Source: an optimization exercise on an open RTL-to-GDS flow (aim: small area and a short achievable clock period). Production flows keep margins and buffers that such runs may drop.
In this exercise RTL edits were held to simulation tests only and were not proved equivalent to the original.
The clock port is modelled as an ideal driver; clocking choices that lean on that would not hold on a real chip.

==> design/flow/design.v <==
module mdu_sel (est, dk, p2, p1, m1, m2);
  input [6:0] est;
  input [3:0] dk;
  output p2, p1, m1, m2;
  reg [6:0] t2, t1, t0, tm;
  wire [6:0] eu = est ^ 7'h40;
  always @(*) begin
    case (dk)
      4'd0: begin t2 = 76; t1 = 68; t0 = 60; tm = 51; end
      4'd1: begin t2 = 77; t1 = 68; t0 = 59; tm = 50; end
      4'd2: begin t2 = 77; t1 = 68; t0 = 59; tm = 50; end
      4'd3: begin t2 = 78; t1 = 69; t0 = 59; tm = 49; end
      4'd4: begin t2 = 79; t1 = 69; t0 = 59; tm = 48; end
      4'd5: begin t2 = 80; t1 = 69; t0 = 59; tm = 48; end
      4'd6: begin t2 = 81; t1 = 69; t0 = 58; tm = 47; end
      4'd7: begin t2 = 82; t1 = 70; t0 = 58; tm = 46; end
      4'd8: begin t2 = 82; t1 = 70; t0 = 58; tm = 46; end
      4'd9: begin t2 = 83; t1 = 70; t0 = 57; tm = 45; end
      4'd10: begin t2 = 84; t1 = 70; t0 = 57; tm = 44; end
      4'd11: begin t2 = 84; t1 = 70; t0 = 57; tm = 43; end
      4'd12: begin t2 = 85; t1 = 71; t0 = 57; tm = 42; end
      4'd13: begin t2 = 86; t1 = 71; t0 = 56; tm = 41; end
      4'd14: begin t2 = 86; t1 = 71; t0 = 56; tm = 41; end
      default: begin t2 = 87; t1 = 72; t0 = 56; tm = 40; end
    endcase
  end
  wire g2 = eu >= t2;
  wire g1 = eu >= t1;
  wire g0 = eu >= t0;
  wire gm = eu >= tm;
  assign p2 = g2;
  assign p1 = g1 & ~g2;
  assign m1 = gm & ~g0;
  assign m2 = ~gm;
endmodule
module mdu (a, b, mul, prod, quo, rem);
  input [31:0] a, b;
  input mul;
  output [31:0] prod, quo, rem;
  wire z16 = ~|b[31:16];
  wire [31:0] b1 = z16 ? {b[15:0], 16'b0} : b;
  wire [63:0] a1 = z16 ? {16'b0, a, 16'b0} : {32'b0, a};
  wire z8 = ~|b1[31:24];
  wire [31:0] b2 = z8 ? {b1[23:0], 8'b0} : b1;
  wire [63:0] a2 = z8 ? {a1[55:0], 8'b0} : a1;
  wire z4 = ~|b2[31:28];
  wire [31:0] b3 = z4 ? {b2[27:0], 4'b0} : b2;
  wire [63:0] a3 = z4 ? {a2[59:0], 4'b0} : a2;
  wire z2 = ~|b3[31:30];
  wire [31:0] b4 = z2 ? {b3[29:0], 2'b0} : b3;
  wire [63:0] a4 = z2 ? {a3[61:0], 2'b0} : a3;
  wire z1 = ~b4[31];
  wire [31:0] dn = z1 ? {b4[30:0], 1'b0} : b4;
  wire [63:0] xn = z1 ? {a4[62:0], 1'b0} : a4;
  wire [4:0] s = {z16, z8, z4, z2, z1};
  wire [31:0] dm = mul ? a : dn;
  wire [63:0] x = mul ? 64'b0 : xn;
  wire [32:0] ws [0:17];
  wire [32:0] wc [0:17];
  wire [33:0] qp, qn;
  assign ws[0] = {3'b0, x[63:34]};
  assign wc[0] = 33'b0;
  wire [32:0] d1 = {1'b0, dm};
  wire [32:0] d2 = {dm, 1'b0};
  genvar j;
  generate
    for (j = 1; j <= 17; j = j + 1) begin : row
      wire [34:0] ts = {ws[j-1], x[35-2*j:34-2*j]};
      wire [34:0] tc = {wc[j-1], 2'b00};
      wire [6:0] est = ts[34:28] + tc[34:28];
      wire sp2, sp1, sm1, sm2;
      mdu_sel sel (.est(est), .dk(dm[30:27]), .p2(sp2), .p1(sp1), .m1(sm1), .m2(sm2));
      wire bh = (2*(17-j)+1 <= 31) ? b[(2*(17-j)+1 <= 31) ? 2*(17-j)+1 : 0] : 1'b0;
      wire bm = (2*(17-j) <= 31) ? b[(2*(17-j) <= 31) ? 2*(17-j) : 0] : 1'b0;
      wire bl = (j == 17) ? 1'b0 : b[(j == 17) ? 0 : 2*(17-j)-1];
      wire bp2 = bh & ~bm & ~bl;
      wire bp1 = bh & (bm ^ bl);
      wire bm1 = ~bh & (bm ^ bl);
      wire bm2 = ~bh & bm & bl;
      wire p2 = mul ? bp2 : sp2;
      wire p1 = mul ? bp1 : sp1;
      wire m1 = mul ? bm1 : sm1;
      wire m2 = mul ? bm2 : sm2;
      wire [32:0] o = ({33{p2}} & ~d2) | ({33{p1}} & ~d1) | ({33{m1}} & d1) | ({33{m2}} & d2);
      wire [32:0] t3s = ts[32:0];
      wire [32:0] t3c = tc[32:0];
      assign ws[j] = t3s ^ t3c ^ o;
      wire [32:0] cy = (t3s & t3c) | (t3s & o) | (t3c & o);
      assign wc[j] = {cy[31:0], p2 | p1};
      assign qp[2*(17-j)+1 : 2*(17-j)] = {p2, p1};
      assign qn[2*(17-j)+1 : 2*(17-j)] = {m2, m1};
    end
  endgenerate
  wire [32:0] w = ws[17] + wc[17];
  wire neg = w[32];
  wire [32:0] rs3 = ws[17] ^ wc[17] ^ d1;
  wire [32:0] rc3 = (ws[17] & wc[17]) | (ws[17] & d1) | (wc[17] & d1);
  wire [32:0] wd = rs3 + {rc3[31:0], 1'b0};
  wire [31:0] r = neg ? wd[31:0] : w[31:0];
  wire [31:0] q = qp[31:0] + ~qn[31:0] + {31'b0, ~neg};
  wire bz = ~|b;
  assign prod = w[31:0];
  assign quo = bz ? 32'hFFFFFFFF : q;
  assign rem = bz ? a : (r >> s);
endmodule
module outModule (v, show, out1, out2, out3, negative);
  input [7:0] v;
  input show;
  output [6:0] out1, out2, out3;
  output negative;
  wire [7:0] m = v[7] ? (~v + 8'd1) : v;
  wire [3:0] hun = (m >= 8'd100) ? 4'd1 : 4'd0;
  wire [6:0] r = (m >= 8'd100) ? m - 8'd100 : m;
  wire [3:0] ten = r / 7'd10;
  wire [3:0] uni = r % 7'd10;
  assign out1 = show ? seg(hun) : 7'b1111111;
  assign out2 = show ? seg(ten) : 7'b1111111;
  assign out3 = show ? seg(uni) : 7'b1111111;
  assign negative = ~(v[7] & show);
  function [6:0] seg;
    input [3:0] d;
    case (d)
      4'd0: seg = 7'b0000001;
      4'd1: seg = 7'b1001111;
      4'd2: seg = 7'b0010010;
      4'd3: seg = 7'b0000110;
      4'd4: seg = 7'b1001100;
      4'd5: seg = 7'b0100100;
      4'd6: seg = 7'b0100000;
      4'd7: seg = 7'b0001111;
      4'd8: seg = 7'b0000000;
      default: seg = 7'b0001100;
    endcase
  endfunction
endmodule
module bbtronenhancedCPU (clock, reset, switches, instr_addr, instr_data, wire_out1, wire_out2, wire_out3, wire_negative);
  input clock;
  input reset;
  input [15:0] switches;
  output [15:0] instr_addr;
  input [31:0] instr_data;
  output [6:0] wire_out1;
  output [6:0] wire_out2;
  output [6:0] wire_out3;
  output wire_negative;
  reg [15:0] pc;
  reg [31:0] regBench [1:31];
  reg [31:0] RAM [0:31];
  wire [5:0] op = instr_data[31:26];
  wire [4:0] rs = instr_data[25:21];
  wire [4:0] rt = instr_data[20:16];
  wire [4:0] rd = instr_data[15:11];
  wire [4:0] sh = instr_data[10:6];
  wire [15:0] imm = instr_data[15:0];
  wire o_add  = op == 6'h00;
  wire o_sub  = op == 6'h01;
  wire o_and  = op == 6'h02;
  wire o_or   = op == 6'h03;
  wire o_xor  = op == 6'h04;
  wire o_slt  = op == 6'h05;
  wire o_mul  = op == 6'h06;
  wire o_div  = op == 6'h07;
  wire o_rem  = op == 6'h08;
  wire o_beq  = op == 6'h09;
  wire o_bne  = op == 6'h0A;
  wire o_addi = op == 6'h0B;
  wire o_subi = op == 6'h0C;
  wire o_inc  = op == 6'h0D;
  wire o_dec  = op == 6'h0E;
  wire o_lw   = op == 6'h0F;
  wire o_sw   = op == 6'h10;
  wire o_not  = op == 6'h11;
  wire o_sll  = op == 6'h12;
  wire o_srl  = op == 6'h13;
  wire o_lwi  = op == 6'h14;
  wire o_in   = op == 6'h15;
  wire o_out  = op == 6'h16;
  wire o_j    = op == 6'h17;
  wire o_halt = op == 6'h18;
  wire o_jal  = op == 6'h1A;
  wire o_jr   = op == 6'h1B;
  wire o_blt  = op == 6'h1C;
  wire o_ble  = op == 6'h1D;
  wire o_bgt  = op == 6'h1E;
  wire o_bge  = op == 6'h1F;
  wire o_mov  = op == 6'h20;
  wire o_la   = op == 6'h21;
  wire rtype = op <= 6'h08;
  wire wr = rtype | o_addi | o_subi | o_inc | o_dec | o_lw | o_not | o_sll | o_srl |
            o_lwi | o_in | o_jal | o_mov | o_la;
  wire [4:0] wa = (rtype | o_jal) ? rd : rt;
  wire [31:0] A = (rs == 5'd0) ? 32'd0 : regBench[rs];
  wire [31:0] B = (rt == 5'd0) ? 32'd0 : regBench[rt];
  wire cmp = o_sub | o_slt | o_beq | o_blt | o_ble | o_bgt | o_bge;
  wire [15:0] ins = o_in ? switches : imm;
  wire [31:0] simm = {{16{ins[15]}}, ins};
  wire useB = o_add | cmp;
  wire useI = o_addi | o_subi | o_lwi | o_in;
  wire inv = cmp | o_subi | o_dec;
  wire [31:0] y = ((useB ? B : 32'd0) | (useI ? simm : 32'd0)) ^ {32{inv}};
  wire [31:0] x = (o_inc | o_dec) ? B : A;
  wire cin = cmp | o_subi | o_inc;
  wire [32:0] sum = {1'b0, x} + {1'b0, y} + {32'd0, cin};
  wire lt = ~sum[32];
  wire eq = sum[31:0] == 32'd0;
  wire [31:0] prod, quo, remd;
  mdu u_mdu (.a(A), .b(B), .mul(o_mul), .prod(prod), .quo(quo), .rem(remd));
  wire [4:0] maddr = A[4:0] + imm[4:0];
  wire [31:0] mrd = RAM[maddr];
  wire [31:0] shl = A << sh;
  wire [31:0] shr = A >> sh;
  wire arith = o_add | o_sub | o_addi | o_subi | o_inc | o_dec | o_lwi | o_in;
  wire pass = o_jal | o_mov | o_la;
  wire [31:0] wdata =
      ({32{arith}} & sum[31:0]) |
      ({32{o_and}} & (A & B)) |
      ({32{o_or}}  & (A | B)) |
      ({32{o_xor}} & (A ^ B)) |
      ({32{o_not}} & ~A) |
      ({32{o_slt}} & {31'd0, lt}) |
      ({32{o_mul}} & prod) |
      ({32{o_div}} & quo) |
      ({32{o_rem}} & remd) |
      ({32{o_sll}} & shl) |
      ({32{o_srl}} & shr) |
      ({32{o_lw}}  & mrd) |
      ({32{pass}}  & A);
  wire [16:0] pc1 = {1'b0, pc} + 17'd1;
  integer i;
  always @(posedge clock) begin
    for (i = 1; i < 32; i = i + 1)
      if (wr && wa == i)
        regBench[i] <= wdata;
    if (o_jal)
      regBench[31] <= {15'd0, pc1};
    if (o_sw)
      RAM[maddr] <= B;
  end
  wire taken = o_bne | (o_beq & eq) | (o_blt & ~lt) | (o_ble & ~lt & ~eq) |
               (o_bgt & (lt | eq)) | (o_bge & lt);
  always @(posedge clock) begin
    if (reset)
      pc <= 16'd0;
    else if (o_halt)
      pc <= pc;
    else if (o_j | o_jal | taken)
      pc <= imm;
    else if (o_jr)
      pc <= A[15:0];
    else
      pc <= pc1[15:0];
  end
  assign instr_addr = pc;
  outModule u_out (.v(A[7:0]), .show(o_out), .out1(wire_out1), .out2(wire_out2), .out3(wire_out3), .negative(wire_negative));
endmodule
==> design/flow/run.sh <==
#!/bin/bash
# synth_recipe.tcl (not shown) runs the flow's synth.tcl, then flattens the netlist and writes it again
# the make line also repeats each setting of config.mk as NAME=value (left out here)
make -C /OpenROAD-flow-scripts/flow DESIGN_CONFIG=/design/flow/config.mk WORK_HOME=/design/flow/orfs CLKGATE_MAP_FILE= SYNTH_SCRIPT=/design/flow/synth_recipe.tcl finish
==> design/flow/config.mk <==
export PLATFORM = sky130hd
export DESIGN_NAME = bbtronenhancedCPU
export DESIGN_NICKNAME = bbtronenhancedCPU
export VERILOG_FILES = /design/flow/design.v
export SDC_FILE = /design/flow/constraint.sdc
export NUM_CORES = 4
export LEC_CHECK = 0
export ABC_AREA = 1
export CAP_MARGIN = 20
export CORE_MARGIN = 2
export CORE_UTILIZATION = 40
export PLACE_DENSITY = 0.6
export SLEW_MARGIN = 20
==> design/flow/constraint.sdc <==
create_clock -name core_clock -period 140.0 [get_ports {clock}]
set_input_delay 28.0000 -clock core_clock [delete_from_list [all_inputs] [get_ports {clock}]]
set_output_delay 28.0000 -clock core_clock [all_outputs]
set_load 0.01 [all_outputs]
==> reports/metrics.yaml, run 1 <==
logic_synthesis:
  synth_area_um2: 143000
  yosysTopAreaCell: "edfxtp_1"
  synthArstFlopShare_pct: 0
  avgSynthCellArea_um2: 9.71
  yosys_warnings: 37
  synth_cell_types: 100
  ys.flop_type: "edfxtp_1"
  synthCells: 14700
  synth_area_leaders: "edfxtp_1 42%, fa_1 7.5%, nand2_1 6.0%"
  synth-edff-count: 2001
  yosysTopAreaCellShare_pct: 42.0
  yosysSeqAreaShare_pct: 42.4
  synth_seq_cells: 2032
  syn_nets: 16000
die:
  fp.dieH_um: 602
  core_region_area_um2: 356000
  pin_count: 88
  die_area_um2: 363000
  fp-row-count: 219
  die_w_um: 602
  start_util_pct: 40.2
clock_tree:
  holdBufCountCts: 0
  cts.sinks: 2032
  cts_tree: "done"
  clock_path_buffers: 4
  cts_setup_buffers: 0
  htree_levels: 4
  cts.clk_slew.worst_paths_ns: 0.06
  cts-root-buf: "clkbuf_16"
  cts_made_buffers: 212
  clk_latency_ns: 0.95
  ctsResizeCount: 0
setup_path:
  crit_top_cell: "inv_1"
  crit_path_top_delay_cell: "clkdlybuf4s50_1"
  critPathMaxFanout: 76
  cp-end-kind: "flop"
  arrival_ns: 115.56
  cp-start-kind: "input pin"
  max_stage_delay_ns: 0.79
  worstSetupPathType: "in -> reg"
  crit_required_ns: 140.56
final_layout:
  final_cell_mix: "2281 x nand2_1, 2001 x edfxtp_1, 1508 x inv_1"
  syn2layout_area_growth_pct: 8.44
  final_util_pct: 43.6
  fillers: 34300
  layout.nets: 15800
  layout-drive-gt1-share_pct: 12.1
  final_common_cell: "nand2_1"
place:
  place_hpwl_mm: 481
  gp_congestion: 1.06
  port_buffers: 86
timing:
  setup_viol: 0
  finalSetupTns_ns: 0
  fin_skew_ns: 0.108
  period_minus_slack_ns: 115.00
  hold_viol: 0
  slew_viol_final: 0
  tightest_slew_ns: 1.26
  fin_crit_sh_pct: 82.1
  fmax_mhz: 8.70
  slew_headroom_pct: 15.7
  grt_setup_unrepaired: "false"
grt:
  grt_pass1_wl_mm: 942
  grtUsageTotal_pct: 36.7
  grt_pass1_vias: 117000
  antenna_found_initial: 58
  grt_max_degree: 140
  grt-ovfl-total: 0
worst_hold_path:
  hold_class: "reg -> reg"
routing:
  vias: 126000
  route.detailed.drc: 0
  wl_mm: 685
  drt-pass1-iter-count: 10
  ant_nets: 0
  drt_iter0_markers: 20900
  routed_via_density: 6.46
  wl_per_cell_um: 35.1
run:
  cap_violations: 0
status:
  outcome: "finished clean"
stage by stage:
stage                     worst slack [ns]  hold WS, ns  instances  cell area, um2
after detailed placement             26.02        0.465      19100          148000
after floorplan                      41.85        0.443      14700          143000
final                                25.00        0.487      19500          155000
after global placement               26.60        0.462      19100          148000
after CTS                            26.72        0.483      19500          155000
after global routing                 19.59        0.502      19500          155000
flip-flops by register name, summed over array words and instances (netlist names):
| name | flops |
|---|---|
| regBench | 992 |
| pc | 16 |
| RAM | 1024 |
final timing paths:
kind                                 start                       endpoint  slack, ns  cells past startpoint
max                         instr_data[16]     regBench[21][27]$_DFFE_PP_      25.00                    385
min          regBench[31][28]$_SDFFE_PP0P_  regBench[31][28]$_SDFFE_PP0P_       0.49                      2
max reg2reg     regBench[15][25]$_DFFE_PP_     regBench[21][27]$_DFFE_PP_      54.06                    379
min reg2reg  regBench[31][28]$_SDFFE_PP0P_  regBench[31][28]$_SDFFE_PP0P_       0.49                      2
synthesized netlist by cell type, types with 114 or more instances:
master    instances
buf_1           114
nand2_1        2285
a21oi_1         506
fa_1            533
nand2_2         241
edfxtp_1       2001
inv_1          1523
clkbuf_1        560
nand3_1         657
o21ai_0        1134
a221oi_1        567
nor2_1          615
nand3_2         154
nand2_4         117
ha_1            648
nand4_1         169
clkbuf_8        163
o22ai_1        1074
xor2_1          169
cell families (layout without fill, tap and decap cells):
kind of cell               Yosys count  count (layout)  share of synthesized area (%)
AOI/OAI and AO/OA                 4027            4027                           18.0
and+or+nand+nor                   4640            4640                           16.0
adders and majority gates         1181            1181                           13.1
buffers and inverters             2574            2542                           8.69
other                                1              36                        0.00262
xor gates and xnor gates           251             251                           1.54
muxes                               29              29                          0.217
DFF                               2032            2032                           42.4
metal layers:
metal / global-route usage, % / wire (um) / vias to the layer above
li1: - / - / 52900
met1: 47.4 / 258000 / 61600
met2: 54.1 / 289000 / 9288
met3: 10.4 / 86700 / 2057
met5: 0 / 208 / -
met4: 22.7 / 51100 / 36
layout make-up:
type	count	area, um2	area share [%]
Antenna cell	35	87.6	0.0564
Tap cell	4751	5940	3.83
Timing Repair Buffer	558	4490	2.89
Multi-Input combinational cell	10100	71100	45.8
Sequential cell	2032	60700	39.1
Inverter	1600	6160	3.97
Clock buffer	265	5530	3.57
Clock inverter	119	1140	0.733
worst max-delay path, delay by kind of cell:
family,cells,cell delay [ns]
and+or+nand+nor,113,17.14
AOI/OAI and AO/OA,123,22.40
adders and majority gates,70,27.57
xor gates and xnor gates,14,4.69
buffers and inverters,65,15.13
==> inputs of run 2 (changes only) <==
--- a/design/flow/design.v
+++ b/design/flow/design.v
@@ -24,10 +24,24 @@
       default: begin t2 = 87; t1 = 72; t0 = 56; tm = 40; end
     endcase
   end
-  wire g2 = eu >= t2;
-  wire g1 = eu >= t1;
-  wire g0 = eu >= t0;
-  wire gm = eu >= tm;
+  wire [7:0] c2, c1, c0, cm;
+  assign c2[0] = 1'b1;
+  assign c1[0] = 1'b1;
+  assign c0[0] = 1'b1;
+  assign cm[0] = 1'b1;
+  genvar i;
+  generate
+    for (i = 0; i < 7; i = i + 1) begin : cmp
+      assign c2[i+1] = (eu[i] & ~t2[i]) | (eu[i] & c2[i]) | (~t2[i] & c2[i]);
+      assign c1[i+1] = (eu[i] & ~t1[i]) | (eu[i] & c1[i]) | (~t1[i] & c1[i]);
+      assign c0[i+1] = (eu[i] & ~t0[i]) | (eu[i] & c0[i]) | (~t0[i] & c0[i]);
+      assign cm[i+1] = (eu[i] & ~tm[i]) | (eu[i] & cm[i]) | (~tm[i] & cm[i]);
+    end
+  endgenerate
+  wire g2 = c2[7];
+  wire g1 = c1[7];
+  wire g0 = c0[7];
+  wire gm = cm[7];
   assign p2 = g2;
   assign p1 = g1 & ~g2;
   assign m1 = gm & ~g0;
@@ -144,8 +158,6 @@
   output [6:0] wire_out3;
   output wire_negative;
   reg [15:0] pc;
-  reg [31:0] regBench [1:31];
-  reg [31:0] RAM [0:31];
   wire [5:0] op = instr_data[31:26];
   wire [4:0] rs = instr_data[25:21];
   wire [4:0] rt = instr_data[20:16];
@@ -189,8 +201,19 @@
   wire wr = rtype | o_addi | o_subi | o_inc | o_dec | o_lw | o_not | o_sll | o_srl |
             o_lwi | o_in | o_jal | o_mov | o_la;
   wire [4:0] wa = (rtype | o_jal) ? rd : rt;
-  wire [31:0] A = (rs == 5'd0) ? 32'd0 : regBench[rs];
-  wire [31:0] B = (rt == 5'd0) ? 32'd0 : regBench[rt];
+  wire [31:0] rv [0:31];
+  wire [31:0] mv [0:31];
+  assign rv[0] = 32'd0;
+  reg [31:0] A, B, mrd;
+  integer k;
+  always @(*) begin
+    A = 32'd0;
+    B = 32'd0;
+    for (k = 1; k < 32; k = k + 1) begin
+      A = A | (rv[k] & {32{rs == k}});
+      B = B | (rv[k] & {32{rt == k}});
+    end
+  end
   wire cmp = o_sub | o_slt | o_beq | o_blt | o_ble | o_bgt | o_bge;
   wire [15:0] ins = o_in ? switches : imm;
   wire [31:0] simm = {{16{ins[15]}}, ins};
@@ -206,7 +229,11 @@
   wire [31:0] prod, quo, remd;
   mdu u_mdu (.a(A), .b(B), .mul(o_mul), .prod(prod), .quo(quo), .rem(remd));
   wire [4:0] maddr = A[4:0] + imm[4:0];
-  wire [31:0] mrd = RAM[maddr];
+  always @(*) begin
+    mrd = 32'd0;
+    for (k = 0; k < 32; k = k + 1)
+      mrd = mrd | (mv[k] & {32{maddr == k}});
+  end
   wire [31:0] shl = A << sh;
   wire [31:0] shr = A >> sh;
   wire arith = o_add | o_sub | o_addi | o_subi | o_inc | o_dec | o_lwi | o_in;
@@ -226,16 +253,26 @@
       ({32{o_lw}}  & mrd) |
       ({32{pass}}  & A);
   wire [16:0] pc1 = {1'b0, pc} + 17'd1;
-  integer i;
-  always @(posedge clock) begin
-    for (i = 1; i < 32; i = i + 1)
-      if (wr && wa == i)
-        regBench[i] <= wdata;
-    if (o_jal)
-      regBench[31] <= {15'd0, pc1};
-    if (o_sw)
-      RAM[maddr] <= B;
-  end
+  genvar g;
+  generate
+    for (g = 1; g < 32; g = g + 1) begin : rf
+      reg [31:0] r;
+      always @(posedge clock) begin
+        if (g == 31 && o_jal)
+          r <= {15'd0, pc1};
+        else if (wr && wa == g)
+          r <= wdata;
+      end
+      assign rv[g] = r;
+    end
+    for (g = 0; g < 32; g = g + 1) begin : dm
+      reg [31:0] m;
+      always @(posedge clock)
+        if (o_sw && maddr == g)
+          m <= B;
+      assign mv[g] = m;
+    end
+  endgenerate
   wire taken = o_bne | (o_beq & eq) | (o_blt & ~lt) | (o_ble & ~lt & ~eq) |
                (o_bgt & (lt | eq)) | (o_bge & lt);
   always @(posedge clock) begin
==> run 2 against run 1 <==
- utilization up 0.67 points
- clock-buffer cell count decreased by 16
- register-to-register slack gained 4.6 ns
- fmax grew 3.6%
- sequential share of layout area rose by 2.1 points
==> reports/metrics.yaml, run 2 <==
clock_tree:
  cts_setup_buffers: 0  # unchanged
  cts.sinks: 2032  # unchanged
  cts.clk_slew.worst_paths_ns: 0.06  # about the same
  cts_made_buffers: 202  # -4.7%
  holdBufCountCts: 0  # unchanged
  cts-root-buf: "clkbuf_16"
  ctsResizeCount: 0  # unchanged
  clk_latency_ns: 0.90  # -0.05 ns
  clock_path_buffers: 4  # unchanged
  htree_levels: 4  # unchanged
  cts_tree: "done"
setup_path:
  crit_required_ns: 140.41  # -0.15 ns
  worstSetupPathType: "in -> reg"
  ff2ff_path_depth: 390  # +2.9%
  cp-start-kind: "input pin"
  crit_top_cell: "inv_1"
  critPathMaxFanout: 89  # +17%
  crit_path_top_delay_cell: "nand2_2"
  ff2ff_setup_slack_ns: 58.65  # +4.59 ns
  cp-end-kind: "flop"
  r2r_start: "rf[2].r[20]$_DFFE_PP_"
  rr_endpoint: "rf[26].r[27]$_DFFE_PP_"
  arrival_ns: 111.41  # -4.15 ns
  max_stage_delay_ns: 1.00  # +0.21 ns
final_layout:
  fillers: 31900  # -7.0%
  stdcell_area_um2: 147000  # -5.0%
  final_util_pct: 44.3  # +0.67 points
  reg_top3: "dm.m x1024, rf.r x992, pc x16"
  syn2layout_area_growth_pct: 10.4
  largest-register: "dm.m"
  final_common_cell: "nand2_1"
  seqCellArea_um2: 60700  # unchanged
  largest_register_ffs: 1024  # unchanged
  layout-drive-gt1-share_pct: 7.81  # -4.3 points
  multi_input_area_um2: 64800  # -8.9%
  layout.nets: 15200  # -3.4%
  final_cell_mix: "3331 x nand2_1, 2001 x edfxtp_1, 1308 x inv_1"
  final_cells: 18900  # -3.2%
die:
  start_util_pct: 40.1  # -0.089 points
  pin_count: 88  # unchanged
  fp-row-count: 212  # -3.2%
  fp.dieH_um: 582  # -3.4%
  core_region_area_um2: 333000  # -6.5%
  die_w_um: 582  # -3.4%
  die_area_um2: 338000  # -6.6%
timing:
  fin_skew_ns: 0.0748  # -0.0334 ns
  fin_crit_sh_pct: 79.3  # -2.9 points
  tightest_slew_ns: 1.28  # +0.0294 ns
  hold_viol: 0  # unchanged
  slew_viol_final: 0  # unchanged
  finalSetupTns_ns: 0  # unchanged
  period_minus_slack_ns: 111.01  # -3.99 ns
  setup_viol: 0  # unchanged
  fmax_mhz: 9.01  # +3.6%
  slew_headroom_pct: 14.2  # -1.4 points
  grt_setup_unrepaired: "false"
place:
  port_buffers: 86  # unchanged
  place_hpwl_mm: 434  # -9.8%
  gp_congestion: 1.09  # +2.6%
  placed_cells: 18500  # -3.2%
  dpl_cell_area_um2: 141000  # -5.2%
grt:
  grtUsageTotal_pct: 36.7  # about the same
  antenna_found_initial: 53  # -8.6%
  grt_max_degree: 99  # -29%
  grt-ovfl-total: 0  # unchanged
  use_met3_pct: 13.4  # +3.0 points
  grt_pass1_vias: 114000  # -2.9%
  grtUsageMet1_pct: 44.5  # -2.9 points
  grt_pass1_wl_mm: 883  # -6.2%
  busiest_layer: "met2"
  grtUsageMet2_pct: 52.6  # -1.5 points
worst_hold_path:
  min_to: "rf[31].r[23]$_SDFFE_PP0P_"
  hold_class: "reg -> reg"
  whs_path_depth: 2  # unchanged
  min_from: "rf[31].r[23]$_SDFFE_PP0P_"
logic_synthesis:
  yosys_warnings: 4  # -89%
  synth_area_um2: 134000  # -6.7%
  avgSynthCellArea_um2: 9.23  # -5.0%
  yosysSeqAreaShare_pct: 45.5  # +3.0 points
  yosysTopAreaCell: "edfxtp_1"
  yosysTopAreaCellShare_pct: 45.0  # +3.0 points
  syn_nets: 15400  # -3.4%
  yosys-top-cells-count: "3353 x nand2_1, 2001 x edfxtp_1, 1327 x inv_1"
  synth-edff-count: 2001  # unchanged
  synth_cell_types: 73  # -27%
  synthCells: 14500  # -1.8%
  synthArstFlopShare_pct: 0  # unchanged
  synth_seq_cells: 2032  # unchanged
  synth.most_common_cell: "nand2_1"
  ys.flop_type: "edfxtp_1"
  synth_area_leaders: "edfxtp_1 45%, nand2_1 9.4%, fa_1 8.0%"
routing:
  routed_via_density: 6.58  # +1.9%
  drt-pass1-iter-count: 13  # +3
  vias: 124000  # -1.3%
  route.detailed.drc: 0  # unchanged
  drt_iter0_markers: 22300  # +6.3%
  wl_mm: 644  # -6.0%
  wl_per_cell_um: 34.1  # -2.9%
  ant_nets: 0  # unchanged
status:
  outcome: "finished clean"
run:
  cap_violations: 0  # unchanged
-- run 2: changes by cell type after synthesis, moves of 147 or more --
cell,change
a221oi_1,+154
clkbuf_1,+187
clkbuf_8,-163
ha_1,-280
inv_1,-196
nand2_1,+1068
nand2_2,-200
nand3_2,-147
nand4_1,+166
nor2_1,+182
o21ai_0,-388
o22ai_1,-363
-- run 2: cells by family (layout without fill, tap and decap cells) --
kind of cell / after synthesis / after routing / share of synthesized area, %
adders and majority gates: 916 / 916 / 11.6
DFF: 2032 / 2032 / 45.5
other: 1 / 47 / 0.00281
buffers and inverters: 2357 / 2318 / 6.86
xor gates and xnor gates: 256 / 256 / 1.68
AOI/OAI and AO/OA: 3276 / 3276 / 16.4
and+or+nand+nor: 5587 / 5587 / 17.7
muxes: 46 / 46 / 0.346
-- run 2: through the flow --
step           hold slack [ns]  setup slack (ns)
3_5_place_dp             0.463             29.98
4_1_cts                  0.474             30.86
6_report                 0.475             28.99
3_3_place_gp             0.461             31.22
2_1_floorplan            0.445             47.25
5_1_grt                  0.487             22.55
-- run 2: per-layer routing --
| layer | part of all wire, % | up-vias | wire length [um] |
|---|---|---|---|
| met2 | 41 | 10100 | 264000 |
| li1 | - | 51500 | - |
| met3 | 14 | 3006 | 92000 |
| met4 | 9.7 | 30 | 62600 |
| met1 | 35 | 59600 | 225000 |
| met5 | 0.053 | - | 338 |
-- run 2: how the worst max path moves through the flow --
stage,start,to,slack [ns],cells after the start
floorplan,instr_data[16],rf[10].r[30]$_DFFE_PP_,47.25,415
global placement,instr_data[18],rf[8].r[27]$_DFFE_PP_,31.22,395
detailed placement,instr_data[18],rf[26].r[27]$_DFFE_PP_,29.98,397
CTS,instr_data[18],rf[1].r[27]$_DFFE_PP_,30.86,397
global route,instr_data[18],rf[31].r[27]$_SDFFE_PP0P_,22.55,398
finish,instr_data[18],rf[26].r[27]$_DFFE_PP_,28.99,396
-- run 2: cell type report --
type | count | area share, %
Tap cell | 4387 | 3.72
Clock inverter | 111 | 0.825
Sequential cell | 2032 | 41.2
Timing Repair Buffer | 560 | 3.06
Clock buffer | 249 | 3.60
Inverter | 1398 | 3.56
Multi-Input combinational cell | 10100 | 44.0
Antenna cell | 46 | 0.0781
-- run 2: worst max-delay path, delay by kind of cell --
kind	cells	cell delay [ns]
xor gates and xnor gates	16	3.20
and+or+nand+nor	114	17.46
buffers and inverters	96	17.24
adders and majority gates	51	19.20
AOI/OAI and AO/OA	119	25.90
==> inputs of run 3 (changes only) <==
==> design/flow/flow/run.sh (new file) <==
#!/bin/bash
# The standard layout (standard.sh) with one extra step: after clock tree
# synthesis, flow/post_cts.tcl runs a further setup repair pass (ORFS's
# POST_CTS_TCL hook). Each tool's output goes to a log file in this folder.
set -euo pipefail
here=$(pwd)
export POST_CTS_TCL="$here/flow/post_cts.tcl"
bash standard.sh synth > "$here/standard_synth.log" 2>&1
bash standard.sh > "$here/standard_layout.log" 2>&1
==> design/flow/flow/post_cts.tcl (new file) <==
# Extra setup repair after CTS. The design's clock period leaves positive
# slack, so ORFS's own repair pass stops at once; this one keeps resizing and
# buffering the critical paths until they gain the margin below (or no move
# helps), then legalises the placement again.
if { [env_var_exists_and_non_empty DONT_USE_CELLS] } {
  set_dont_use $::env(DONT_USE_CELLS)
}
estimate_parasitics -placement
report_worst_slack -max
repair_timing -setup -setup_margin 80 -repair_tns 0 -verbose
detailed_placement
check_placement -verbose
estimate_parasitics -placement
report_worst_slack -max
report_worst_slack -min
==> design/flow/standard.sh (new file) <==
#!/bin/bash
# synth_recipe.tcl (not shown) runs the flow's synth.tcl, then flattens the netlist and writes it again
# the make line also repeats each setting of config.mk as NAME=value (left out here)
make -C /OpenROAD-flow-scripts/flow DESIGN_CONFIG=/design/flow/config.mk WORK_HOME=/design/flow/orfs CLKGATE_MAP_FILE= SYNTH_SCRIPT=/design/flow/synth_recipe.tcl "${@:-finish}"
removed: design/flow/run.sh
==> run 3 against run 2 <==
- still clean on timing, DRC and antenna
- clock skew about the same
- worst hold slack improved by 0.00097 ns
- sequential share of layout area shrank 2.2 points
==> reports/metrics.yaml, run 3 <==
clock_tree:
  cts.sinks: 2032  # unchanged
  cts_tree: "done"
  cts.clk_slew.worst_paths_ns: 0.07  # about the same
  clk_latency_ns: 0.90  # about the same
grt:
  grt_pass1_wl_mm: 922  # +4.4%
  antenna_found_initial: 58  # +9.4%
  grt_max_degree: 99  # unchanged
  grt-ovfl-total: 0  # unchanged
  grt_pass1_vias: 119000  # +4.2%
  grtUsageTotal_pct: 38.4  # +1.7 points
die:
  fp-row-count: 212  # unchanged
  core_region_area_um2: 333000  # unchanged
  die_w_um: 582  # unchanged
  fp.dieH_um: 582  # unchanged
  start_util_pct: 40.1  # unchanged
  die_area_um2: 338000  # unchanged
  pin_count: 88  # unchanged
place:
  gp_congestion: 1.09  # unchanged
  place_hpwl_mm: 434  # unchanged
  placed_cells: 18500  # unchanged
  place_ws_ns: 29.98  # unchanged
  dpl_cell_area_um2: 141000  # unchanged
  port_buffers: 86  # unchanged
final_layout:
  reg_top3: "dm.m x1024, rf.r x992, pc x16"
  final_cell_mix: "3274 x nand2_1, 2001 x edfxtp_1, 1265 x inv_1"
  layout.nets: 15700  # +3.1%
  fillers: 31200  # -2.3%
  stdcell_area_um2: 156000  # +5.5%
  final_common_cell: "nand2_1"
  largest-register: "dm.m"
  layout-drive-gt1-share_pct: 13.3  # +5.5 points
  syn2layout_area_growth_pct: 16.5
  final_cells: 19300  # +2.5%
  largest_register_ffs: 1024  # unchanged
timing:
  setup_ws_ns: 49.37  # +20.38 ns
  fin_crit_sh_pct: 64.7  # -15 points
  fmax_mhz: 11.0  # +22%
  finalSetupTns_ns: 0  # unchanged
  slew_headroom_pct: 13.6  # -0.60 points
  period_minus_slack_ns: 90.63  # -20.38 ns
  setup_viol: 0  # unchanged
  hold_viol: 0  # unchanged
  fin_skew_ns: 0.0744  # -0.000428 ns
  grt_setup_unrepaired: "false"
  tightest_slew_ns: 1.30  # +0.0104 ns
  slew_viol_final: 0  # unchanged
logic_synthesis:
  synth.most_common_cell: "nand2_1"
  syn_nets: 15400  # unchanged
  yosys-top-cells-count: "3353 x nand2_1, 2001 x edfxtp_1, 1327 x inv_1"
  synth_cell_types: 73  # unchanged
  ys.flop_type: "edfxtp_1"
  yosysSeqAreaShare_pct: 45.5  # unchanged
  yosysTopAreaCellShare_pct: 45.0  # unchanged
  yosys_warnings: 4  # unchanged
  synth-edff-count: 2001  # unchanged
  yosysTopAreaCell: "edfxtp_1"
  synth_area_um2: 134000  # unchanged
  synth_seq_cells: 2032  # unchanged
  synthArstFlopShare_pct: 0  # unchanged
  synthCells: 14500  # unchanged
  synth_area_leaders: "edfxtp_1 45%, nand2_1 9.4%, fa_1 8.0%"
  avgSynthCellArea_um2: 9.23  # unchanged
setup_path:
  arrival_ns: 91.22  # -20.19 ns
  crit_path_top_delay_cell: "nand3_1"
  cp-end-kind: "flop"
  crit_required_ns: 140.60  # +0.19 ns
  worstSetupPathType: "in -> reg"
  crit_top_cell: "inv_1"
  max_stage_delay_ns: 1.00  # about the same
  critPathMaxFanout: 31  # -65%
  cp-start-kind: "input pin"
worst_hold_path:
  hold_class: "reg -> reg"
run:
  cap_violations: 0  # unchanged
routing:
  wl_mm: 674  # +4.7%
  drt-pass1-iter-count: 8  # -5
  drt_iter0_markers: 23000  # +3.4%
  wl_per_cell_um: 34.8  # +2.1%
  routed_via_density: 6.65  # +1.0%
  vias: 129000  # +3.5%
  ant_nets: 0  # unchanged
  route.detailed.drc: 0  # unchanged
status:
  outcome: "finished clean"
==> run 3: cell types whose count changed in the layout (fill, tap and decap cells not counted), sizes merged, moves of 2 or more <==
cell / before / now
a21boi: 17 / 22
diode: 46 / 35
clkdlybuf4s50: 82 / 78
clkinv: 110 / 118
clkbuf: 249 / 304
inv: 1365 / 1349
clkinvlp: 11 / 33
nand3: 811 / 813
buf: 478 / 861
nand2: 3404 / 3422
==> run 3: stage by stage <==
step / util [%] / hold WS [ns]
floorplan: - / 0.445
global placement: 42.2 / 0.461
detailed placement: 42.2 / 0.463
global route: 46.7 / 0.487
finish: 46.7 / 0.476
==> run 3: worst paths after layout <==
check,cells after the start,start,endpoint,slack [ns]
worst max-delay path,384,instr_data[19],rf[1].r[24]$_DFFE_PP_,49.37
worst min-delay path,2,rf[31].r[25]$_SDFFE_PP0P_,rf[31].r[25]$_SDFFE_PP0P_,0.48
worst max register to register,381,rf[19].r[19]$_DFFE_PP_,rf[1].r[24]$_DFFE_PP_,77.56
worst min register to register,2,rf[31].r[25]$_SDFFE_PP0P_,rf[31].r[25]$_SDFFE_PP0P_,0.48
==> run 3: final cells by class <==
cell class	count	area, um2	share of cell area, %
diodes	35	87.6	0.0563
clock buffers	249	5310	3.42
clock inverters	111	1220	0.782
inverters	1398	5490	3.53
multi-input cells	10100	67400	43.3
flip-flops and latches	2032	60700	39.0
well taps	4387	5490	3.53
repair buffers	995	9800	6.30
repair inverters	14	92.6	0.0595
==> run 3: critical path, delay by kind of cell <==
| family | cells | cell delay (ns) |
|---|---|---|
| AO/OA/AOI/OAI | 116 | 18.77 |
| XOR/XNOR | 16 | 3.15 |
| adder cells (fa/ha/maj) | 44 | 17.14 |
| buffers and inverters | 103 | 11.11 |
| AND/OR/NAND/NOR | 105 | 12.86 |
==> run 3: cells by family (layout without fill, tap and decap cells) <==
| logic type | count (synthesis) | count (layout) | share of synthesized area [%] |
|---|---|---|---|
| simple gates | 5587 | 5608 | 17.7 |
| compound gates | 3276 | 3281 | 16.4 |
| buf+inv | 2357 | 2767 | 6.86 |
| flops | 2032 | 2032 | 45.5 |
| fa+ha+maj | 916 | 916 | 11.6 |
| xor+xnor | 256 | 256 | 1.68 |
| mux | 46 | 46 | 0.346 |
| other cells | 1 | 36 | 0.00281 |
==> run 3: per-layer routing <==
metal | global-route usage [%] | share of wire [%]
met5 | 0.425 | 0.074
met4 | 31.0 | 10
met3 | 15.1 | 15
met2 | 54.7 | 40
met1 | 45.7 | 34
==> inputs of run 4 (changes only) <==
==> design/flow/flow/post_cts.tcl (replaced) <==
# Extra setup repair after CTS. The design's clock period leaves positive
# slack, so ORFS's own repair pass stops at once; this one keeps resizing and
# buffering the critical paths until they gain the margin below (or no move
# helps), then legalises the placement again. Only resizing and buffering:
# no pin swaps, gate clones or buffer removal, so the netlist keeps the
# synthesized logic structure gate for gate.
if { [env_var_exists_and_non_empty DONT_USE_CELLS] } {
  set_dont_use $::env(DONT_USE_CELLS)
}
estimate_parasitics -placement
report_worst_slack -max
repair_timing -setup -setup_margin 80 -repair_tns 0 -skip_pin_swap -skip_gate_cloning -skip_buffer_removal -verbose
detailed_placement
check_placement -verbose
estimate_parasitics -placement
report_worst_slack -max
report_worst_slack -min
==> run 4 against run 3 <==
- still clean on timing, DRC and antenna
- flip-flop and latch count unchanged
- sequential share of layout area shrank 0.83 points
- worst setup slack better by 1.5 ns
- via count is 1.9% higher
- design area is 2.2% higher
- global-route usage up 0.79 points
- non-clock buffer count up 312
- register-to-register slack improved by 1.2 ns
- utilization is 1.0 points higher
==> reports/metrics.yaml, run 4 <==
status:
  outcome: "finished clean"
grt:
  grtUsageTotal_pct: 39.2  # +0.79 points
  grt_pass1_wl_mm: 940  # +2.0%
  grt_pass1_vias: 121000  # +2.3%
  grt_max_degree: 99  # unchanged
  grt-ovfl-total: 0  # unchanged
  antenna_found_initial: 80  # +38%
die:
  fp-row-count: 212  # unchanged
  start_util_pct: 40.1  # unchanged
  pin_count: 88  # unchanged
  die_w_um: 582  # unchanged
  core_region_area_um2: 333000  # unchanged
  die_area_um2: 338000  # unchanged
  fp.dieH_um: 582  # unchanged
final_layout:
  final_cells: 19600  # +1.6%
  fillers: 30700  # -1.5%
  final_cell_mix: "3254 x nand2_1, 2001 x edfxtp_1, 1226 x inv_1"
  reg_top3: "dm.m x1024, rf.r x992, pc x16"
  layout.nets: 16000  # +1.7%
  layout-drive-gt1-share_pct: 15.9  # +2.6 points
  syn2layout_area_growth_pct: 19.0
  final_common_cell: "nand2_1"
  largest-register: "dm.m"
  largest_register_ffs: 1024  # unchanged
  stdcell_area_um2: 159000  # +2.2%
place:
  dpl_cell_area_um2: 141000  # unchanged
  port_buffers: 86  # unchanged
  place_hpwl_mm: 434  # unchanged
  placed_cells: 18500  # unchanged
  gp_congestion: 1.09  # unchanged
setup_path:
  cp-start-kind: "input pin"
  crit_path_top_delay_cell: "nand2_1"
  cpLargestDelayFamily: "compound AO/OA/AOI/OAI gates"
  crit_buf_inv: 118  # +15%
  max_stage_delay_ns: 0.78  # -0.22 ns
  critPathMaxFanout: 31  # unchanged
  cp-end-kind: "flop"
  crit_required_ns: 140.28  # -0.32 ns
  crit_top_cell: "inv_1"
  worstSetupPathType: "in -> reg"
  ff2ff_setup_slack_ns: 78.76  # +1.20 ns
  arrival_ns: 89.43  # -1.79 ns
logic_synthesis:
  synth_seq_cells: 2032  # unchanged
  synth-edff-count: 2001  # unchanged
  syn_nets: 15400  # unchanged
  synth_cell_types: 73  # unchanged
  yosys_warnings: 4  # unchanged
  avgSynthCellArea_um2: 9.23  # unchanged
  synthArstFlopShare_pct: 0  # unchanged
  synthCells: 14500  # unchanged
  yosysTopAreaCellShare_pct: 45.0  # unchanged
  yosys-top-cells-count: "3353 x nand2_1, 2001 x edfxtp_1, 1327 x inv_1"
  ys.flop_type: "edfxtp_1"
  yosysSeqAreaShare_pct: 45.5  # unchanged
  yosysTopAreaCell: "edfxtp_1"
  synth_area_leaders: "edfxtp_1 45%, nand2_1 9.4%, fa_1 8.0%"
  synth.most_common_cell: "nand2_1"
  synth_area_um2: 134000  # unchanged
run:
  cap_violations: 0  # unchanged
timing:
  period_minus_slack_ns: 89.16  # -1.47 ns
  fin_skew_ns: 0.0742  # -0.000193 ns
  grt_setup_unrepaired: "false"
  tightest_slew_ns: 1.28  # -0.0143 ns
  finalSetupTns_ns: 0  # unchanged
  fmax_mhz: 11.2  # +1.6%
  setup_viol: 0  # unchanged
  slew_viol_final: 0  # unchanged
  hold_viol: 0  # unchanged
  fin_crit_sh_pct: 63.7  # -1.0 points
  slew_headroom_pct: 14.6  # +0.95 points
routing:
  vias: 131000  # +1.9%
  wl_mm: 686  # +1.9%
  route.detailed.drc: 0  # unchanged
  ant_nets: 0  # unchanged
  routed_via_density: 6.66  # +0.21%
  drt-pass1-iter-count: 13  # +5
  drt_iter0_markers: 24000  # +4.3%
  wl_per_cell_um: 34.9  # +0.23%
clock_tree:
  cts.sinks: 2032  # unchanged
  cts_tree: "done"
  clk_latency_ns: 0.90  # about the same
  cts.clk_slew.worst_paths_ns: 0.07  # about the same
worst_hold_path:
  hold_class: "reg -> reg"
==> run 4: cell type report <==
type | count | area (um2) | share of cell area, %
multi-input combinational | 10100 | 67800 | 42.7
sequential | 2032 | 60700 | 38.2
timing repair buffer | 1307 | 12600 | 7.94
inverter | 1398 | 5540 | 3.49
tap | 4387 | 5490 | 3.45
clock buffer | 249 | 5310 | 3.34
clock inverter | 111 | 1220 | 0.765
antenna | 81 | 203 | 0.128
==> run 4: kinds of logic (layout without fill, tap and decap cells) <==
family	count (synthesis)	count (layout)	synth area share (%)
flip-flops	2032	2032	45.5
other	1	82	0.00281
multiplexers	46	46	0.346
adder cells (fa/ha/maj)	916	916	11.6
AND/OR/NAND/NOR	5587	5587	17.7
AO/OA/AOI/OAI	3276	3276	16.4
XOR/XNOR	256	256	1.68
buffers and inverters	2357	3065	6.86
==> run 4: metal layers <==
metal | part of all wire, % | track usage (%)
met1 | 34 | 45.8
met2 | 40 | 55.2
met3 | 15 | 17.0
met4 | 11 | 32.5
met5 | 0.14 | 1.35
==> run 4: stage by stage <==
stage | hold slack [ns] | setup slack (ns) | util, %
final | 0.473 | 50.84 | 47.7
after global routing | 0.487 | 47.20 | 47.7
after detailed placement | 0.463 | 29.98 | 42.2
after global placement | 0.461 | 31.22 | 42.2
after floorplan | 0.445 | 47.25 | -
==> run 4: final timing paths <==
| check | startpoint | endpoint | depth (start not counted) |
|---|---|---|---|
| max reg2reg | rf[24].r[28]$_DFFE_PP_ | rf[11].r[20]$_DFFE_PP_ | 389 |
| min | rf[31].r[25]$_SDFFE_PP0P_ | rf[31].r[25]$_SDFFE_PP0P_ | 2 |
| min reg2reg | rf[31].r[25]$_SDFFE_PP0P_ | rf[31].r[25]$_SDFFE_PP0P_ | 2 |
| max | instr_data[22] | rf[16].r[20]$_DFFE_PP_ | 375 |
==> run 4: worst reg2reg max path: cells and delay by family, from the launching register on <==
kind / cells / cell delay [ns]
flops: 1 / 0.43
simple gates: 108 / 13.05
fa+ha+maj: 44 / 16.67
buf+inv: 118 / 11.80
compound gates: 104 / 15.70
xor+xnor: 15 / 2.97
==> inputs of run 5 (changes only) <==
--- a/design/flow/config.mk
+++ b/design/flow/config.mk
@@ -8,6 +8,6 @@
 export ABC_AREA = 1
 export CAP_MARGIN = 20
 export CORE_MARGIN = 2
-export CORE_UTILIZATION = 40
-export PLACE_DENSITY = 0.6
+export CORE_UTILIZATION = 45
+export PLACE_DENSITY = 0.65
 export SLEW_MARGIN = 20
==> run 5 against run 4 <==
- register-to-register slack worse by 0.51 ns
- utilization up 5.4 points
- final cell count down 3.0%
- still clean on timing, DRC and antenna
- area after synthesis unchanged
- global-route usage up 4.4 points
- first-iteration DRC count up 9.4%
- fmax down 0.16%
- clock-buffer cell count down 9
- critical path type unchanged
- flip-flop and latch count unchanged
- largest cell class unchanged
- design area down 0.98%
==> reports/metrics.yaml, run 5 <==
logic_synthesis:
  yosys.area_share.simple_pct: 17.7  # unchanged
  yosysTopAreaCell: "edfxtp_1"
  yosysSeqAreaShare_pct: 45.5  # unchanged
  yosysTopAreaCellShare_pct: 45.0  # unchanged
  synthArstFlopShare_pct: 0  # unchanged
  synthCells: 14500  # unchanged
  synth_seq_cells: 2032  # unchanged
  ys.flop_type: "edfxtp_1"
  yosys_warnings: 4  # unchanged
  synth_mux_area_share_pct: 0.346  # unchanged
  synth_top_family_by_area: "simple AND/OR/NAND/NOR gates"
  synth-edff-count: 2001  # unchanged
  synth_area_um2: 134000  # unchanged
  syn_nets: 15400  # unchanged
  synthXorXnorAreaFrac_pct: 1.68  # unchanged
  synthAdderAreaFrac_pct: 11.6  # unchanged
  yosys-top-cells-count: "3353 x nand2_1, 2001 x edfxtp_1, 1327 x inv_1"
  synth_compound_area_share_pct: 16.4  # unchanged
  avgSynthCellArea_um2: 9.23  # unchanged
  synth_cell_types: 73  # unchanged
  synth.most_common_cell: "nand2_1"
  synth_area_leaders: "edfxtp_1 45%, nand2_1 9.4%, fa_1 8.0%"
final_layout:
  final_util_pct: 53.2  # +5.4 points
  layout.nets: 15800  # -0.94%
  fillers: 26400  # -14%
  multi_input_area_um2: 67500  # -0.45%
  syn2layout_area_growth_pct: 17.8
  largest-register: "dm.m"
  final_cell_mix: "3269 x nand2_1, 2001 x edfxtp_1, 1253 x inv_1"
  final_common_cell: "nand2_1"
  seqCellArea_um2: 60700  # unchanged
  reg_top3: "dm.m x1024, rf.r x992, pc x16"
  final_cells: 19100  # -3.0%
  layout-drive-gt1-share_pct: 14.7  # -1.3 points
  stdcell_area_um2: 157000  # -0.98%
  largest_register_ffs: 1024  # unchanged
place:
  gp_congestion: 1.14  # +4.7%
  place_ws_ns: 30.07  # +0.0864 ns
  dpl_cell_area_um2: 140000  # -0.44%
  placed_cells: 18000  # -2.5%
  place_hpwl_mm: 423  # -2.4%
  port_buffers: 86  # unchanged
grt:
  grtUsageMet1_pct: 51.1  # +5.3 points
  grt_pass1_vias: 121000  # -0.55%
  antenna_found_initial: 79  # -1.3%
  use_met3_pct: 20.1  # +3.2 points
  busiest_layer: "met2"
  grt-ovfl-total: 0  # unchanged
  grt_max_degree: 101  # +2.0%
  grtUsageTotal_pct: 43.6  # +4.4 points
  grtUsageMet2_pct: 60.0  # +4.8 points
  grt_pass1_wl_mm: 927  # -1.4%
routing:
  routed_via_density: 6.93  # +4.0%
  ant_nets: 0  # unchanged
  wl_mm: 677  # -1.4%
  vias: 132000  # +0.87%
  wl_per_cell_um: 35.5  # +1.6%
  drt-pass1-iter-count: 13  # unchanged
  drt_iter0_markers: 26300  # +9.4%
  route.detailed.drc: 0  # unchanged
setup_path:
  crit_required_ns: 140.64  # +0.36 ns
  cpLargestDelayFamily: "adder cells"
  max_stage_delay_ns: 0.86  # +0.08 ns
  cp-start-kind: "input pin"
  crit_path_top_delay_cell: "a31oi_1"
  r2r_start: "rf[23].r[30]$_DFFE_PP_"
  worstSetupStartpoint: "instr_data[24]"
  arrival_ns: 89.94  # +0.51 ns
  cp-end-kind: "flop"
  critPathMaxFanout: 31  # unchanged
  crit_buf_inv: 104  # -12%
  worstSetupPathType: "in -> reg"
  crit_top_cell: "inv_1"
die:
  core_region_area_um2: 296000  # -11%
  die_area_um2: 301000  # -11%
  fp.dieH_um: 549  # -5.7%
  die_w_um: 549  # -5.7%
  start_util_pct: 45.1  # +5.0 points
  pin_count: 88  # unchanged
  fp-row-count: 200  # -5.7%
timing:
  hold_viol: 0  # unchanged
  setup_viol: 0  # unchanged
  tightest_slew_ns: 1.32  # +0.0376 ns
  whs_ns: 0.478  # +0.00543 ns
  grt_setup_unrepaired: "false"
  fin_skew_ns: 0.112  # +0.0380 ns
  fmax_mhz: 11.2  # -0.16%
  fin_crit_sh_pct: 63.8  # +0.10 points
  setup_ws_ns: 50.70  # -0.141 ns
  finalSetupTns_ns: 0  # unchanged
  slew_viol_final: 0  # unchanged
  slew_headroom_pct: 11.9  # -2.7 points
  period_minus_slack_ns: 89.30  # +0.141 ns
clock_tree:
  cts_tree: "done"
  cts.sinks: 2032  # unchanged
  cts.clk_slew.worst_paths_ns: 0.06  # about the same
  clk_latency_ns: 0.96  # +0.06 ns
worst_hold_path:
  min_from: "rf[31].r[18]$_SDFFE_PP0P_"
  hold_class: "reg -> reg"
status:
  outcome: "finished clean"
run:
  cap_violations: 0  # unchanged
==> run 5: cell counts after synthesis <==
No cell type changed its count.
==> run 5: logic make-up (layout without fill, tap and decap cells) <==
| group | count (synthesis) | in the layout |
|---|---|---|
| XOR/XNOR | 256 | 256 |
| buffers and inverters | 2357 | 2923 |
| flip-flops | 2032 | 2032 |
| adder cells (fa/ha/maj) | 916 | 916 |
| AND/OR/NAND/NOR | 5587 | 5587 |
| multiplexers | 46 | 46 |
| AO/OA/AOI/OAI | 3276 | 3276 |
| other | 1 | 86 |
==> run 5: worst register-to-register path, delay by kind of cell (launching register included) <==
family	cells	cell delay, ns
AO/OA/AOI/OAI	110	17.48
XOR/XNOR	17	3.64
adder cells (fa/ha/maj)	48	17.80
buffers and inverters	99	10.27
flip-flops	1	0.45
AND/OR/NAND/NOR	106	11.75
==> run 5: path summary, 6_finish.rpt <==
path | end | slack (ns) | cells past startpoint
max | rf[12].r[24]$_DFFE_PP_ | 50.70 | 377
min reg2reg | rf[31].r[18]$_SDFFE_PP0P_ | 0.48 | 2
min | rf[31].r[18]$_SDFFE_PP0P_ | 0.48 | 2
max reg2reg | rf[12].r[24]$_DFFE_PP_ | 78.25 | 380
==> run 5: layout make-up <==
class                      instances  area share, %
inverter                        1398           3.55
tap                             3939           3.13
sequential                      2032           38.6
clock buffer                     240           3.43
antenna                           85          0.135
multi-input combinational      10100           42.9
clock inverter                   131          0.882
timing repair buffer            1154           7.39
==> run 5: layer usage <==
layer	vias up	part of all wire, %
met1	62400	33
li1	52800	-
met4	54	11
met3	4191	16
met5	-	0.18
met2	12600	39
==> inputs of run 6 (changes only) <==
==> design/flow/flow/post_cts.tcl (replaced) <==
if { [env_var_exists_and_non_empty DONT_USE_CELLS] } {
  set_dont_use $::env(DONT_USE_CELLS)
}
estimate_parasitics -placement
report_worst_slack -max
repair_timing -setup -setup_margin 53 -repair_tns 0 -skip_pin_swap -skip_gate_cloning -skip_buffer_removal -verbose
detailed_placement
check_placement -verbose
estimate_parasitics -placement
report_worst_slack -max
report_worst_slack -min
--- a/design/flow/config.mk
+++ b/design/flow/config.mk
@@ -8,6 +8,6 @@
 export ABC_AREA = 1
 export CAP_MARGIN = 20
 export CORE_MARGIN = 2
-export CORE_UTILIZATION = 45
-export PLACE_DENSITY = 0.65
+export CORE_UTILIZATION = 40
+export PLACE_DENSITY = 0.6
 export SLEW_MARGIN = 20
==> run 6 against run 5 <==
- utilization decreased by 6.4 points
- via count decreased by 2.4%
- wire length decreased by 0.27%
- worst hold slack got worse by 0.0012 ns
- largest cell class unchanged
- global-route usage decreased by 5.1 points
- clock-buffer cell count increased by 9
- critical path type unchanged
- design area decreased by 1.1%
- still clean
- non-clock buffer count decreased by 97
==> reports/metrics.yaml, run 6 <==
setup_path:
  crit_required_ns: 140.72  # +0.08 ns
  critPathMaxFanout: 31  # unchanged
  cp-start-kind: "input pin"
  max_stage_delay_ns: 0.76  # -0.10 ns
  worstSetupStartpoint: "instr_data[23]"
  cp-end-kind: "flop"
  crit_buf_inv: 107  # +2.9%
  crit_path_top_delay_cell: "clkdlybuf4s50_1"
  arrival_ns: 90.21  # +0.27 ns
  cpLargestDelayFamily: "compound AO/OA/AOI/OAI gates"
  crit_top_cell: "inv_1"
  worstSetupPathType: "in -> reg"
  r2r_start: "rf[19].r[19]$_DFFE_PP_"
logic_synthesis:
  syn_nets: 15400  # unchanged
  synth_seq_cells: 2032  # unchanged
  yosysTopAreaCellShare_pct: 45.0  # unchanged
  ys.flop_type: "edfxtp_1"
  yosys_warnings: 4  # unchanged
  yosysSeqAreaShare_pct: 45.5  # unchanged
  synthCells: 14500  # unchanged
  synth_cell_types: 73  # unchanged
  yosys-top-cells-count: "3353 x nand2_1, 2001 x edfxtp_1, 1327 x inv_1"
  synth.most_common_cell: "nand2_1"
  yosysTopAreaCell: "edfxtp_1"
  avgSynthCellArea_um2: 9.23  # unchanged
  synth-edff-count: 2001  # unchanged
  synth_area_um2: 134000  # unchanged
  synth_area_leaders: "edfxtp_1 45%, nand2_1 9.4%, fa_1 8.0%"
  synthArstFlopShare_pct: 0  # unchanged
place:
  placed_cells: 18500  # +2.6%
  port_buffers: 86  # unchanged
  gp_congestion: 1.09  # -4.5%
  place_hpwl_mm: 434  # +2.5%
  dpl_cell_area_um2: 141000  # +0.44%
  place_ws_ns: 29.98  # -0.0864 ns
timing:
  setup_viol: 0  # unchanged
  fin_crit_sh_pct: 63.9  # +0.14 points
  slew_viol_final: 0  # unchanged
  finalSetupTns_ns: 0  # unchanged
  setup_ws_ns: 50.51  # -0.194 ns
  period_minus_slack_ns: 89.49  # +0.194 ns
  tightest_slew_ns: 1.22  # -0.0949 ns
  grt_setup_unrepaired: "false"
  fin_skew_ns: 0.0728  # -0.0394 ns
  slew_headroom_pct: 16.3  # +4.4 points
  fmax_mhz: 11.2  # -0.22%
  hold_viol: 0  # unchanged
clock_tree:
  clk_latency_ns: 0.90  # -0.06 ns
  cts.sinks: 2032  # unchanged
  cts_tree: "done"
  cts.clk_slew.worst_paths_ns: 0.06  # about the same
final_layout:
  final_cell_mix: "3281 x nand2_1, 2001 x edfxtp_1, 1269 x inv_1"
  largest-register: "dm.m"
  layout.nets: 15700  # -0.63%
  stdcell_area_um2: 156000  # -1.1%
  reg_top3: "dm.m x1024, rf.r x992, pc x16"
  final_cells: 19400  # +1.6%
  syn2layout_area_growth_pct: 16.6
  final_util_pct: 46.8  # -6.4 points
  final_common_cell: "nand2_1"
  layout-drive-gt1-share_pct: 13.4  # -1.3 points
  largest_register_ffs: 1024  # unchanged
die:
  pin_count: 88  # unchanged
  fp-row-count: 212  # +6.0%
  die_area_um2: 338000  # +12%
  fp.dieH_um: 582  # +6.0%
  core_region_area_um2: 333000  # +12%
  start_util_pct: 40.1  # -5.0 points
  die_w_um: 582  # +6.0%
grt:
  grt_max_degree: 99  # -2.0%
  grt-ovfl-total: 0  # unchanged
  grt_pass1_wl_mm: 923  # -0.38%
  antenna_found_initial: 70  # -11%
  grt_pass1_vias: 119000  # -1.6%
  grtUsageTotal_pct: 38.5  # -5.1 points
worst_hold_path:
  hold_class: "reg -> reg"
  min_from: "rf[31].r[23]$_SDFFE_PP0P_"
routing:
  wl_per_cell_um: 34.8  # -1.9%
  ant_nets: 0  # unchanged
  route.detailed.drc: 0  # unchanged
  wl_mm: 675  # -0.27%
  routed_via_density: 6.65  # -4.0%
  vias: 129000  # -2.4%
  drt-pass1-iter-count: 8  # -5
  drt_iter0_markers: 23200  # -12%
status:
  outcome: "finished clean"
run:
  cap_violations: 0  # unchanged
==> run 6: cells by family after synthesis <==
kind of cell    count (synthesis)  synth area share (%)
flops                        2032                  45.5
simple gates                 5587                  17.7
fa+ha+maj                     916                  11.6
xor+xnor                      256                  1.68
mux                            46                 0.346
other cells                     1               0.00281
compound gates               3276                  16.4
buf+inv                      2357                  6.86
==> run 6: worst register-to-register path: cells and delay by family, from the launching register on <==
family                     cells  cell delay [ns]
adders and majority gates     41            15.98
AOI/OAI and AO/OA            117            17.64
buffers and inverters        105            11.29
xor gates and xnor gates      15             3.14
and+or+nand+nor              114            13.03
DFF                            1             0.52
==> run 6: path summary, 6_finish.rpt <==
kind	endpoint	slack (ns)	depth (start not counted)
max	rf[8].r[30]$_DFFE_PP_	50.51	381
max reg2reg	rf[8].r[30]$_DFFE_PP_	78.23	392
min	rf[31].r[23]$_SDFFE_PP0P_	0.48	2
min reg2reg	rf[31].r[23]$_SDFFE_PP0P_	0.48	2
==> run 6: final cells by class <==
| cell class | count | area [um2] |
|---|---|---|
| clock inverters | 111 | 1220 |
| diodes | 59 | 148 |
| multi-input cells | 10100 | 67000 |
| repair buffers | 1057 | 10300 |
| flip-flops and latches | 2032 | 60700 |
| fillers | 31100 | 177000 |
| inverters | 1398 | 5490 |
| well taps | 4387 | 5490 |
| clock buffers | 249 | 5310 |
==> run 6: per-layer routing <==
metal / part of all wire, % / track usage, %
met1: 34 / 45.7
met2: 40 / 54.7
met3: 15 / 15.6
met4: 11 / 31.2
met5: 0.076 / 0.454
==> run 6: through the flow <==
step	hold slack [ns]
2_1_floorplan	0.445
3_3_place_gp	0.461
3_5_place_dp	0.463
5_1_grt	0.487
6_report	0.477

-- re-timing with driven ports --
Ports are ideal in the flow. The routed layouts listed here were re-timed in OpenROAD. Step 1: set_driving_cell puts a clkbuf_16 on clock and a buf_2 on each other input, an assumption about the parent block. Step 2 also shifts input and output timing later by t, the mid clock arrival at the registers, as if the neighbouring blocks saw the same clock. Slacks: ideal ports / drivers / drivers and shift; pairs: ideal ports / drivers.
run | t (ns) | slack for setup (ns) | slew at the worst register clock pin (ns)
run 1 | 1.012 | 25.002 / 25.063 / 24.051 | 0.07 / 0.07
run 2 | 0.924 | 28.994 / 29.035 / 28.110 | 0.07 / 0.07
run 3 | 0.932 | 49.374 / 49.411 / 48.479 | 0.07 / 0.07
run 4 | 0.930 | 50.841 / 50.866 / 49.936 | 0.07 / 0.07
run 5 | 0.977 | 50.700 / 50.716 / 49.739 | 0.07 / 0.07
run 6 | 0.932 | 50.507 / 50.552 / 49.620 | 0.07 / 0.07
After both steps every run listed still meets setup and hold. The setup slack of run 5, which loses most, moves by +0.016 ns with the drivers and by -0.961 ns with both steps.
